Source: an optimization exercise on an open RTL-to-GDS flow (aim: small area, a short achievable clock period and few clock cycles). Production flows keep margins and buffers that such runs may drop.
Only simulation tests tie the RTL to the original design; equivalence was not proved.

Setup of Q:
// base2_to_base3
module base2_to_base3(
	base3_no,
	done,
	base2_no,
	en,
	rst,
	clk);
Size in the first run: ~2900 um2 of cells after synthesis.
clock: 19.0 ns
lec_check: 0
cap_margin: 20
core_margin: 2
core_utilization: 40
cts_buf_list: sky130_fd_sc_hd__clkbuf_2 sky130_fd_sc_hd__clkbuf_4
slew_margin: 20
synth_hierarchical: 1
synth_minimum_keep_size: 0
standard.sh (not shown) runs the stock make flow with config.mk's settings and CLKGATE_MAP_FILE= SYNTH_SCRIPT=/design/flow/synth_recipe.tcl, a recipe that flattens the netlist after the stock synthesis.
==> flow/flow/run.sh <==
#!/bin/bash
# Own layout flow: the standard flow, with the standard synthesis
# unchanged, and two changes to how the layout is made:
#  - after the floorplan, the o21ai_0 gates are swapped for o21ai_1 (same
#    area and footprint, stronger drive), and the constant-0 outputs share
#    one tie cell (flow/swap.tcl);
#  - the port buffers are small buf_1 buffers instead of the default delay
#    buffers.
# Each step's full output goes to a log of its own in this folder.
set -euo pipefail
bash standard.sh synth floorplan > flow_1_synth_floorplan.log 2>&1
openroad -no_init -exit flow/swap.tcl > flow_2_swap.log 2>&1
bash standard.sh BUFFER_PORTS_ARGS="-buffer_cell sky130_fd_sc_hd__buf_1" finish > flow_3_place_to_finish.log 2>&1
==> flow/flow/swap.tcl <==
# Floorplan changes, made before placement:
#  - every o21ai_0 becomes an o21ai_1 (same function, area and footprint;
#    stronger drive);
#  - the constant-0 outputs share one tie cell instead of one tie cell each.
set platform $::env(FLOW_HOME)/platforms/sky130hd
set results orfs/results/sky130hd/base2_to_base3/base
read_liberty $platform/lib/sky130_fd_sc_hd__tt_025C_1v80.lib
read_db $results/2_floorplan.odb
read_sdc $results/2_floorplan.sdc
source $platform/setRC.tcl
puts "worst slack before: [sta::worst_slack -max]"
set n 0
foreach inst [get_cells *] {
  if {[get_property $inst ref_name] eq "sky130_fd_sc_hd__o21ai_0"} {
    replace_cell $inst sky130_fd_sc_hd__o21ai_1
    incr n
  }
}
puts "swapped $n o21ai_0 for o21ai_1"

set block [ord::get_db_block]
set keepnet ""
set merged 0
foreach inst [$block getInsts] {
  if {[[$inst getMaster] getName] ne "sky130_fd_sc_hd__conb_1"} { continue }
  set hi [$inst findITerm HI]
  set lo [$inst findITerm LO]
  if {[$hi getNet] ne "NULL" || [$lo getNet] eq "NULL"} { continue }
  set net [$lo getNet]
  # only ties whose loads are all output ports
  if {[llength [$net getITerms]] != 1} { continue }
  if {$keepnet eq ""} { set keepnet $net; continue }
  foreach bterm [$net getBTerms] { $bterm connect $keepnet }
  odb::dbInst_destroy $inst
  odb::dbNet_destroy $net
  incr merged
}
puts "merged $merged tie cells into one"
puts "worst slack after: [sta::worst_slack -max]"
write_db $results/2_floorplan.odb
Testbench counts of Q, summed over its fixed seeds: cycles 3,200.
Changes in S relative to Q:
-- flow/flow/swap.tcl --
<<< Q, line 20

set block [ord::get_db_block]
set keepnet ""
set merged 0
foreach inst [$block getInsts] {
  if {[[$inst getMaster] getName] ne "sky130_fd_sc_hd__conb_1"} { continue }
  set hi [$inst findITerm HI]
  set lo [$inst findITerm LO]
  if {[$hi getNet] ne "NULL" || [$lo getNet] eq "NULL"} { continue }
  set net [$lo getNet]
  # only ties whose loads are all output ports
  if {[llength [$net getITerms]] != 1} { continue }
  if {$keepnet eq ""} { set keepnet $net; continue }
  foreach bterm [$net getBTerms] { $bterm connect $keepnet }
  odb::dbInst_destroy $inst
  odb::dbNet_destroy $net
  incr merged
}
puts "merged $merged tie cells into one"
>>> S, line 20

set block [ord::get_db_block]
# ties whose constant reaches only output ports, directly or through buffers
set ties {}
foreach inst [$block getInsts] {
  if {[[$inst getMaster] getName] ne "sky130_fd_sc_hd__conb_1"} { continue }
  if {[[$inst findITerm HI] getNet] ne "NULL" || [[$inst findITerm LO] getNet] eq "NULL"} { continue }
  set net [[$inst findITerm LO] getNet]
  set ok 1
  set bterms [$net getBTerms]
  set bufs {}
  foreach it [$net getITerms] {
    set i [$it getInst]
    if {$i eq $inst} { continue }
    if {![string match "sky130_fd_sc_hd__buf_*" [[$i getMaster] getName]]} { set ok 0; break }
    set onet [[$i findITerm X] getNet]
    if {$onet eq "NULL" || [llength [$onet getITerms]] != 1} { set ok 0; break }
    lappend bufs $i
    lappend bterms {*}[$onet getBTerms]
  }
  if {$ok} { lappend ties [list $inst $net $bufs $bterms] }
}
set merged 0
if {[llength $ties] > 1} {
  set keepnet [lindex [lindex $ties 0] 1]
  foreach t $ties {
    lassign $t inst net bufs bterms
    foreach bt $bterms { $bt connect $keepnet }
    foreach b $bufs {
      set onet [[$b findITerm X] getNet]
      odb::dbInst_destroy $b
      odb::dbNet_destroy $onet
    }
    if {$net ne $keepnet} {
      odb::dbInst_destroy $inst
      odb::dbNet_destroy $net
      incr merged
    }
  }
}
puts "merged $merged tie cells into one"
Notes after the runs:
- Q | status: complete | timing, DRC, antenna: pass
- S ended with every stage complete and zero timing, DRC or antenna violations.
- Compared with Q, S ends up with less cell area.
- Against Q, S comes in about 1.9% lower on total detailed-routing wirelength.
- As far as total global-route track usage is concerned, Q and S perform about the same.
- Compared with Q, in S global-route track usage on met3 lower; total clock buffers created by CTS roughly the same; worst setup slack higher; met2 layer wire length in the routed design lower.

* * *

Setup of oak:
base2_to_base3, a different RTL version from the one above (not shown whole).
Size in the first run: about 390 cells after synthesis, about 52 I/O pins, ~0.0029 sq mm of cells after synthesis.
export LEC_CHECK = 0
export CAP_MARGIN = 20
export CORE_MARGIN = 2
export CORE_UTILIZATION = 40
export CTS_BUF_LIST = sky130_fd_sc_hd__clkbuf_2 sky130_fd_sc_hd__clkbuf_4
export SLEW_MARGIN = 20
export SYNTH_HIERARCHICAL = 1
export SYNTH_MINIMUM_KEEP_SIZE = 0
create_clock -name core_clock -period 19.0 [get_ports {clk}]
==> flow/flow/run.sh <==
#!/bin/bash
# Own layout flow: the standard flow (standard synthesis unchanged), with
# the port buffers made of small, fast buffers instead of the default delay
# buffers.
set -euo pipefail
bash standard.sh BUFFER_PORTS_ARGS="-buffer_cell sky130_fd_sc_hd__buf_1" finish > standard_flow.log 2>&1
Testbench counts of oak, summed over its fixed seeds: cycles 3,200.
> inputs changed (oak -> pine)
- changing CORE_UTILIZATION from 40 to 70
- removing CTS_BUF_LIST (formerly sky130_fd_sc_hd__clkbuf_2 sky130_fd_sc_hd__clkbuf_4)
### Flow results
Changes observed in pine relative to oak: share of final-layout standard cells stronger than drive strength 1 went up by 0.24 points, cell count went down by 49, count of clock-buffer cells in the layout now sits higher.
Compared with oak, in pine instance count after placement with tap cells included went down, wire length grew by 450 um.
On pine: number of standard-cell rows in the floorplan is 8 lower than what oak gave.

* * *

== tundra ==
Another version of the RTL of base2_to_base3 (not shown whole).
Size in the first run: about 390 cells after synthesis.
Settings: LEC_CHECK=0, CAP_MARGIN=20, CORE_MARGIN=2, CORE_UTILIZATION=40, SLEW_MARGIN=20, SYNTH_HIERARCHICAL=1, SYNTH_MINIMUM_KEEP_SIZE=0; clock period 19.0 ns.
Scripts as last shown in full above: flow/flow/run.sh
Per the final summary, tundra finished and its layout is clean on timing, DRC and antenna.
Testbench counts of tundra, summed over its fixed seeds: cycles 3,200.
The following lists how garnet was set up differently from tundra:
==> flow/run.sh (new file) <==
#!/bin/bash
# synth_recipe.tcl (not shown) runs the flow's synth.tcl, then flattens the netlist and writes it again
# the make line also repeats each setting of config.mk as NAME=value (left out here)
make -C /OpenROAD-flow-scripts/flow DESIGN_CONFIG=/design/flow/config.mk WORK_HOME=/design/flow/orfs CLKGATE_MAP_FILE= SYNTH_SCRIPT=/design/flow/synth_recipe.tcl finish
removed: flow/flow/run.sh
removed: flow/standard.sh
--- outcome ---
Comparing garnet with tundra, the synthesized cell count came out essentially unchanged. Max capacitance violation total: tundra vs garnet, no meaningful difference. Delta (garnet minus tundra): headroom to the max-slew limit went up 1.5 points; fmax went down 4.9%; total cell area at the placement stage went up 8.1%. Placer congestion estimate (garnet vs. tundra) increases by a few percent.

[afterwards: timing with drivers on the ports]
In the flow no input, the clock included, has a driving cell. The finished layouts below were timed again as built, in two steps. Step 1 (the two cells are an assumption about what drives the block):
set clk [get_ports {clk}]
set_driving_cell -lib_cell sky130_fd_sc_hd__clkbuf_16 $clk
set_driving_cell -lib_cell sky130_fd_sc_hd__buf_2 [delete_from_list [all_inputs] $clk]
Step 2 moves the port delays by t, midway between the first and last clock arrival at a register: inputs arrive t later, outputs are due t later. That takes back most of the time a late clock gives input paths. a / b / c = ideal ports / drivers / drivers and shift; a / b = the first two.
| run | shift t [ns] | setup slack, ns | hold slack, ns |
|---|---|---|---|
| Q | 0.314 | 11.357 / 11.334 / 11.414 | 3.598 / 3.598 / 3.911 |
| S | 0.313 | 11.396 / 11.372 / 11.389 | 3.608 / 3.609 / 3.922 |
| oak | 0.313 | 11.310 / 11.313 / 11.000 | 3.614 / 3.614 / 3.927 |
| pine | 0.277 | 11.227 / 11.231 / 10.955 | 3.658 / 3.665 / 3.941 |
| tundra | 0.278 | 11.063 / 11.035 / 11.313 | 3.636 / 3.635 / 3.912 |
| garnet | 0.278 | 10.655 / 10.628 / 10.906 | 3.987 / 3.993 / 4.271 |
After both steps every run listed still meets setup and hold. For oak, which loses most, drivers alone change the setup slack by +0.003 ns; drivers and shift together by -0.310 ns.
